Source: an optimization exercise on an open RTL-to-GDS flow (aim: small area). Production flows keep margins and buffers that such runs may drop. RTL that was checked went through simulation tests only; none was proved equivalent to the original.

==> inputs of xenon <==
Design top, start of the top module:
module top (
    input  wire        clk,         
    input  wire [4:0]  btn,         
    input  wire [7:0]  sw,          
    output wire [7:0]  led          
);
==> module button_debounce, before the edit <==
module button_debounce (
    input  wire clk,
    input  wire btn_raw,
    output wire btn_hit
);
    reg btn_sync_0;
    reg btn_sync_1;
    always @(posedge clk) begin
        btn_sync_0 <= btn_raw;
        btn_sync_1 <= btn_sync_0;
    end
    localparam [19:0] START = 20'hC1546;   
    localparam [19:0] INV   = 20'hAAAAA;
    reg  [19:0] cnt_q;
    wire [19:0] cnt = cnt_q ^ INV;
    wire last = ~cnt[19] & (&cnt[18:6]) & cnt[4] & cnt[3] & cnt[1] & cnt[0];
    wire fb   = ~(cnt[19] ^ cnt[16]) | last;
    always @(posedge clk)
        cnt_q <= (btn_sync_1 ? {cnt[18:0], fb} : START) ^ INV;
    assign btn_hit = last;
endmodule
==> module top, before the edit <==
module top (
    input  wire        clk,         
    input  wire [4:0]  btn,         
    input  wire [7:0]  sw,          
    output wire [7:0]  led          
);
    reg [7:0] led_reg;
    assign led = led_reg;
    wire [4:0] hit;
    button_debounce u_btn_invert (.clk(clk), .btn_raw(btn[0]), .btn_hit(hit[0]));  
    button_debounce u_btn_load   (.clk(clk), .btn_raw(btn[1]), .btn_hit(hit[1]));  
    button_debounce u_btn_reset  (.clk(clk), .btn_raw(btn[2]), .btn_hit(hit[2]));  
    button_debounce u_btn_left   (.clk(clk), .btn_raw(btn[3]), .btn_hit(hit[3]));  
    button_debounce u_btn_right  (.clk(clk), .btn_raw(btn[4]), .btn_hit(hit[4]));  
    reg do_load, do_left, do_right, do_invert, do_keep;
    always @(posedge clk) begin
        do_load   <= hit[1] & ~hit[2];
        do_left   <= hit[3] & ~hit[2] & ~hit[1];
        do_right  <= hit[4] & ~hit[2] & ~hit[1] & ~hit[3];
        do_invert <= hit[0] & ~hit[2] & ~hit[1] & ~hit[3] & ~hit[4];
        do_keep   <= ~|hit;
    end
    always @(posedge clk) begin
        led_reg <= ({8{do_load}}   & sw)
                 | ({8{do_left}}   & {led_reg[6:0], 1'b0})
                 | ({8{do_right}}  & {1'b0, led_reg[7:1]})
                 | ({8{do_invert}} & ~led_reg)
                 | ({8{do_keep}}   & led_reg);
    end
endmodule
Settings: LEC_CHECK=0, CAP_MARGIN=20, CORE_MARGIN=2, CORE_UTILIZATION=40, SLEW_MARGIN=20; clock period 10.0 ns.
standard.sh (not shown) runs the stock make flow with config.mk's settings and CLKGATE_MAP_FILE= SYNTH_SCRIPT=/design/flow/synth_recipe.tcl, a recipe that flattens the netlist after the stock synthesis.
==> flow/flow/run.sh <==
#!/bin/bash
# Layout flow: the standard flow (standard.sh) with these changes:
#  - synthesis maps logic with an area-oriented ABC script (flow/area_synth.tcl,
#    flow/abc_area.script); registers and their names are the standard ones;
#  - ports are buffered with sky130_fd_sc_hd__buf_1 (every port still gets a buffer);
#  - clock tree synthesis uses clkbuf_4 and no dummy loads;
#  - a denser floorplan.
# Each tool's output stays in orfs/logs; make's own output goes to flow_make.log.
set -euo pipefail
W=$(pwd)
export AREA_ABC_SCRIPT=$W/flow/abc_area.script
bash standard.sh \
  SYNTH_SCRIPT=$W/flow/area_synth.tcl \
  "BUFFER_PORTS_ARGS=-buffer_cell sky130_fd_sc_hd__buf_1" \
  "CTS_ARGS=-sink_clustering_enable -repair_clock_nets -dont_use_dummy_load -buf_list sky130_fd_sc_hd__clkbuf_4" \
  CORE_UTILIZATION=70 PLACE_DENSITY=0.75 \
  finish > $W/flow_make.log 2>&1
==> flow/flow/abc_area.script <==
strash
dch -f
amap
topo
==> flow/flow/area_synth.tcl <==
# The standard synthesis script (synth_recipe.tcl), except that ORFS's
# final ABC technology mapping uses flow/abc_area.script, an area-oriented
# mapping, in place of ABC's delay-oriented script. Registers are mapped
# before ABC runs, so they are the standard synthesis's, with the same names.
proc synth {args} { yosys synth -nofsm -noshare {*}$args }
proc abc {args} {
  set i [lsearch -exact $args -script]
  if { $i >= 0 } {
    lset args [expr { $i + 1 }] $::env(AREA_ABC_SCRIPT)
  }
  yosys abc {*}$args
}
source $::env(SCRIPTS_DIR)/synth.tcl
# left out here: clear keep_hierarchy, flatten, clean up, hide names made inside functions, write 1_2_yosys.v
==> willow: changes against xenon <==
==> flow/design.v (replaced) <==
`timescale 1ns/1ps
module button_debounce (
    input  wire clk,
    input  wire btn_raw,
    output wire btn_pulse
);
    reg btn_sync_0;
    reg btn_sync_1;
    always @(posedge clk) begin
        btn_sync_0 <= btn_raw;
        btn_sync_1 <= btn_sync_0;
    end
    localparam [19:0] START = 20'hC1546;   
    localparam [19:0] INV   = 20'hAAAAA;
    reg  [19:0] cnt_q;
    wire [19:0] cnt = cnt_q ^ INV;
    wire ones = &cnt[18:0];                
    wire fb   = ~(cnt[19] ^ cnt[16]) | ones;
    reg fire;
    always @(posedge clk) begin
        cnt_q <= (btn_sync_1 ? {cnt[18:0], fb} : START) ^ INV;
        fire  <= ones & ~cnt[19];          
    end
    assign btn_pulse = fire;
endmodule
module top (
    input  wire        clk,         
    input  wire [4:0]  btn,         
    input  wire [7:0]  sw,          
    output wire [7:0]  led          
);
    reg [7:0] led_reg;
    assign led = led_reg;
    wire btn_reset_pulse;    
    wire btn_load_pulse;     
    wire btn_left_pulse;     
    wire btn_right_pulse;    
    wire btn_invert_pulse;   
    button_debounce u_btn_invert (
        .clk(clk),
        .btn_raw(btn[0]),
        .btn_pulse(btn_invert_pulse)
    );
    button_debounce u_btn_load (
        .clk(clk),
        .btn_raw(btn[1]),
        .btn_pulse(btn_load_pulse)
    );
    button_debounce u_btn_reset (
        .clk(clk),
        .btn_raw(btn[2]),
        .btn_pulse(btn_reset_pulse)
    );
    button_debounce u_btn_left (
        .clk(clk),
        .btn_raw(btn[3]),
        .btn_pulse(btn_left_pulse)
    );
    button_debounce u_btn_right (
        .clk(clk),
        .btn_raw(btn[4]),
        .btn_pulse(btn_right_pulse)
    );
    always @(posedge clk) begin
        if (btn_reset_pulse) begin
            led_reg <= 8'b00000000;
        end
        else if (btn_load_pulse) begin
            led_reg <= sw;
        end
        else if (btn_left_pulse) begin
            led_reg <= led_reg << 1;
        end
        else if (btn_right_pulse) begin
            led_reg <= led_reg >> 1;
        end
        else if (btn_invert_pulse) begin
            led_reg <= ~led_reg;
        end
    end
endmodule
==> flow/run.sh (new file) <==
#!/bin/bash
# synth_recipe.tcl (not shown) runs the flow's synth.tcl, then flattens the netlist and writes it again
# the make line also repeats each setting of config.mk as NAME=value (left out here)
make -C /OpenROAD-flow-scripts/flow DESIGN_CONFIG=/design/flow/config.mk WORK_HOME=/design/flow/orfs CLKGATE_MAP_FILE= SYNTH_SCRIPT=/design/flow/synth_recipe.tcl finish
removed: flow/flow/run.sh
removed: flow/flow/abc_area.script
removed: flow/flow/area_synth.tcl
removed: flow/standard.sh
==> sierra: changes against xenon <==
==> flow/design.v (replaced) <==
`timescale 1ns/1ps
module button_debounce (
    input  wire clk,         
    input  wire btn_raw,     
    output wire btn_pulse    
);
    reg btn_sync_0;
    reg btn_sync_1;
    always @(posedge clk) begin
        btn_sync_0 <= btn_raw;
        btn_sync_1 <= btn_sync_0;
    end
    localparam MAX_COUNT = 20'd1_000_000;   
    reg [19:0] count;
    reg        btn_db;
    always @(posedge clk) begin
        if (btn_sync_1) begin
            if (count < MAX_COUNT)
                count <= count + 1;
        end else begin
            count <= 0;
        end
        if (count == MAX_COUNT)
            btn_db <= 1'b1;
        else
            btn_db <= 1'b0;
    end
    reg btn_db_d;
    always @(posedge clk) begin
        btn_db_d <= btn_db;
    end
    assign btn_pulse = btn_db & ~btn_db_d;
endmodule
module top (
    input  wire        clk,         
    input  wire [4:0]  btn,         
    input  wire [7:0]  sw,          
    output wire [7:0]  led          
);
    reg [7:0] led_reg;
    assign led = led_reg;
    wire btn_reset_pulse;    
    wire btn_load_pulse;     
    wire btn_left_pulse;     
    wire btn_right_pulse;    
    wire btn_invert_pulse;   
    button_debounce u_btn_invert (
        .clk(clk),
        .btn_raw(btn[0]),
        .btn_pulse(btn_invert_pulse)
    );
    button_debounce u_btn_load (
        .clk(clk),
        .btn_raw(btn[1]),
        .btn_pulse(btn_load_pulse)
    );
    button_debounce u_btn_reset (
        .clk(clk),
        .btn_raw(btn[2]),
        .btn_pulse(btn_reset_pulse)
    );
    button_debounce u_btn_left (
        .clk(clk),
        .btn_raw(btn[3]),
        .btn_pulse(btn_left_pulse)
    );
    button_debounce u_btn_right (
        .clk(clk),
        .btn_raw(btn[4]),
        .btn_pulse(btn_right_pulse)
    );
    always @(posedge clk) begin
        if (btn_reset_pulse) begin
            led_reg <= 8'b00000000;
        end
        else if (btn_load_pulse) begin
            led_reg <= sw;
        end
        else if (btn_left_pulse) begin
            led_reg <= led_reg << 1;
        end
        else if (btn_right_pulse) begin
            led_reg <= led_reg >> 1;
        end
        else if (btn_invert_pulse) begin
            led_reg <= ~led_reg;
        end
    end
endmodule
==> flow/run.sh (new file) <==
#!/bin/bash
# synth_recipe.tcl (not shown) runs the flow's synth.tcl, then flattens the netlist and writes it again
# the make line also repeats each setting of config.mk as NAME=value (left out here)
make -C /OpenROAD-flow-scripts/flow DESIGN_CONFIG=/design/flow/config.mk WORK_HOME=/design/flow/orfs CLKGATE_MAP_FILE= SYNTH_SCRIPT=/design/flow/synth_recipe.tcl finish
removed: flow/flow/run.sh
removed: flow/flow/abc_area.script
removed: flow/flow/area_synth.tcl
removed: flow/standard.sh
==> tundra: changes against xenon <==
--- a/flow/design.v
+++ b/flow/design.v
@@ -15,9 +15,9 @@
     reg  [19:0] cnt_q;
     wire [19:0] cnt = cnt_q ^ INV;
-    wire last = ~cnt[19] & (&cnt[18:6]) & cnt[4] & cnt[3] & cnt[1] & cnt[0];
-    wire fb   = ~(cnt[19] ^ cnt[16]) | last;
+    wire ones = &cnt[18:0];                
+    wire fb   = ~(cnt[19] ^ cnt[16]) | ones;
     always @(posedge clk)
         cnt_q <= (btn_sync_1 ? {cnt[18:0], fb} : START) ^ INV;
-    assign btn_hit = last;
+    assign btn_hit = ones & ~cnt[19];      
 endmodule
 module top (
==> impl_metrics.tcl <==
set metrics [dict create \
    status "timing/DRC/antenna clean" \
    ys_seq_area_share_pct 41.3 \
    syn_area_um2 6210 \
    hold_start "u_btn_left.btn_sync_0$_DFF_P_" \
    seq_cell_count 128 \
    hold_ws_ns 0.326 \
    grt_max_degree 36 \
    met3_usage_pct 4.45 \
    fin_crit_sh_pct 34.1 \
    clock-root-buffer "clkbuf_16" \
    die_height_um 129 \
    r2r_setup_slack_ns 7.83 \
    clkSinkCount 128 \
]
That was sierra.
==> impl_metrics.tcl <==
set metrics [dict create \
    hold_start "u_btn_invert.btn_sync_0$_DFF_P_" \
    hold_ws_ns 0.325 \
    status "timing/DRC/antenna clean" \
    fillers 324 \
    met3_usage_pct 11.2 \
    syn_area_um2 3350 \
    grt_max_degree 17 \
    fin_crit_sh_pct 30.6 \
    seq_cell_count 123 \
    clkSinkCount 123 \
    synth_ff_type "dfxtp_1" \
    ys_seq_area_share_pct 73.4 \
    clock-root-buffer "clkbuf_4" \
]
That was xenon.
==> impl_metrics.tcl <==
set metrics [dict create \
    status "timing/DRC/antenna clean" \
    ys_seq_area_share_pct 66.3 \
    rsz0062_at_grt "false" \
    power_clock_uw 592 \
    met3_usage_pct 4.81 \
    fmax_mhz 288 \
    syn_area_um2 3710 \
    fin_crit_sh_pct 34.7 \
    r2r_setup_slack_ns 8.37 \
    grt_max_degree 22 \
    seq_cell_count 123 \
    die_height_um 100 \
    hold_start "u_btn_load.btn_sync_0$_DFF_P_" \
    clock-root-buffer "clkbuf_8" \
]
That was willow.
==> impl_metrics.tcl <==
set metrics [dict create \
    status "timing/DRC/antenna clean" \
    r2r_setup_slack_ns 8.15 \
    fin_crit_sh_pct 30.8 \
    ys_seq_area_share_pct 72.6 \
    clock-root-buffer "clkbuf_4" \
    grt_max_degree 17 \
    syn_area_um2 3390 \
    clkSinkCount 123 \
    die_height_um 73.6 \
]
That was tundra.
For tundra, only the layout was checked, not whether the RTL still works.

-- re-timing with driven ports --
In the flow no input, the clock included, has a driving cell. The finished layouts below were timed again as built, in two steps.
Step 1 assumes that a clkbuf_16 drives the clock port and a buf_2 every other input.
Step 2, shift: input delay + t, output delay - t, t = (earliest + latest rising clock arrival at the registers) / 2. This alone moves slack from input paths to output paths.
Slacks: ideal / step 1 / step 2; pairs: ideal / step 1.
| run | shift t [ns] | slack for setup (ns) | worst setup path after step 2 |
|---|---|---|---|
| xenon | 0.483 | 6.943 / 6.921 / 7.288 | input to register |
| willow | 0.540 | 6.528 / 6.496 / 7.037 | register to output |
| sierra | 0.454 | 6.592 / 6.552 / 7.006 | register to output |
| tundra | 0.510 | 6.921 / 6.895 / 7.267 | input to register |
After both steps every run listed still meets setup and hold.
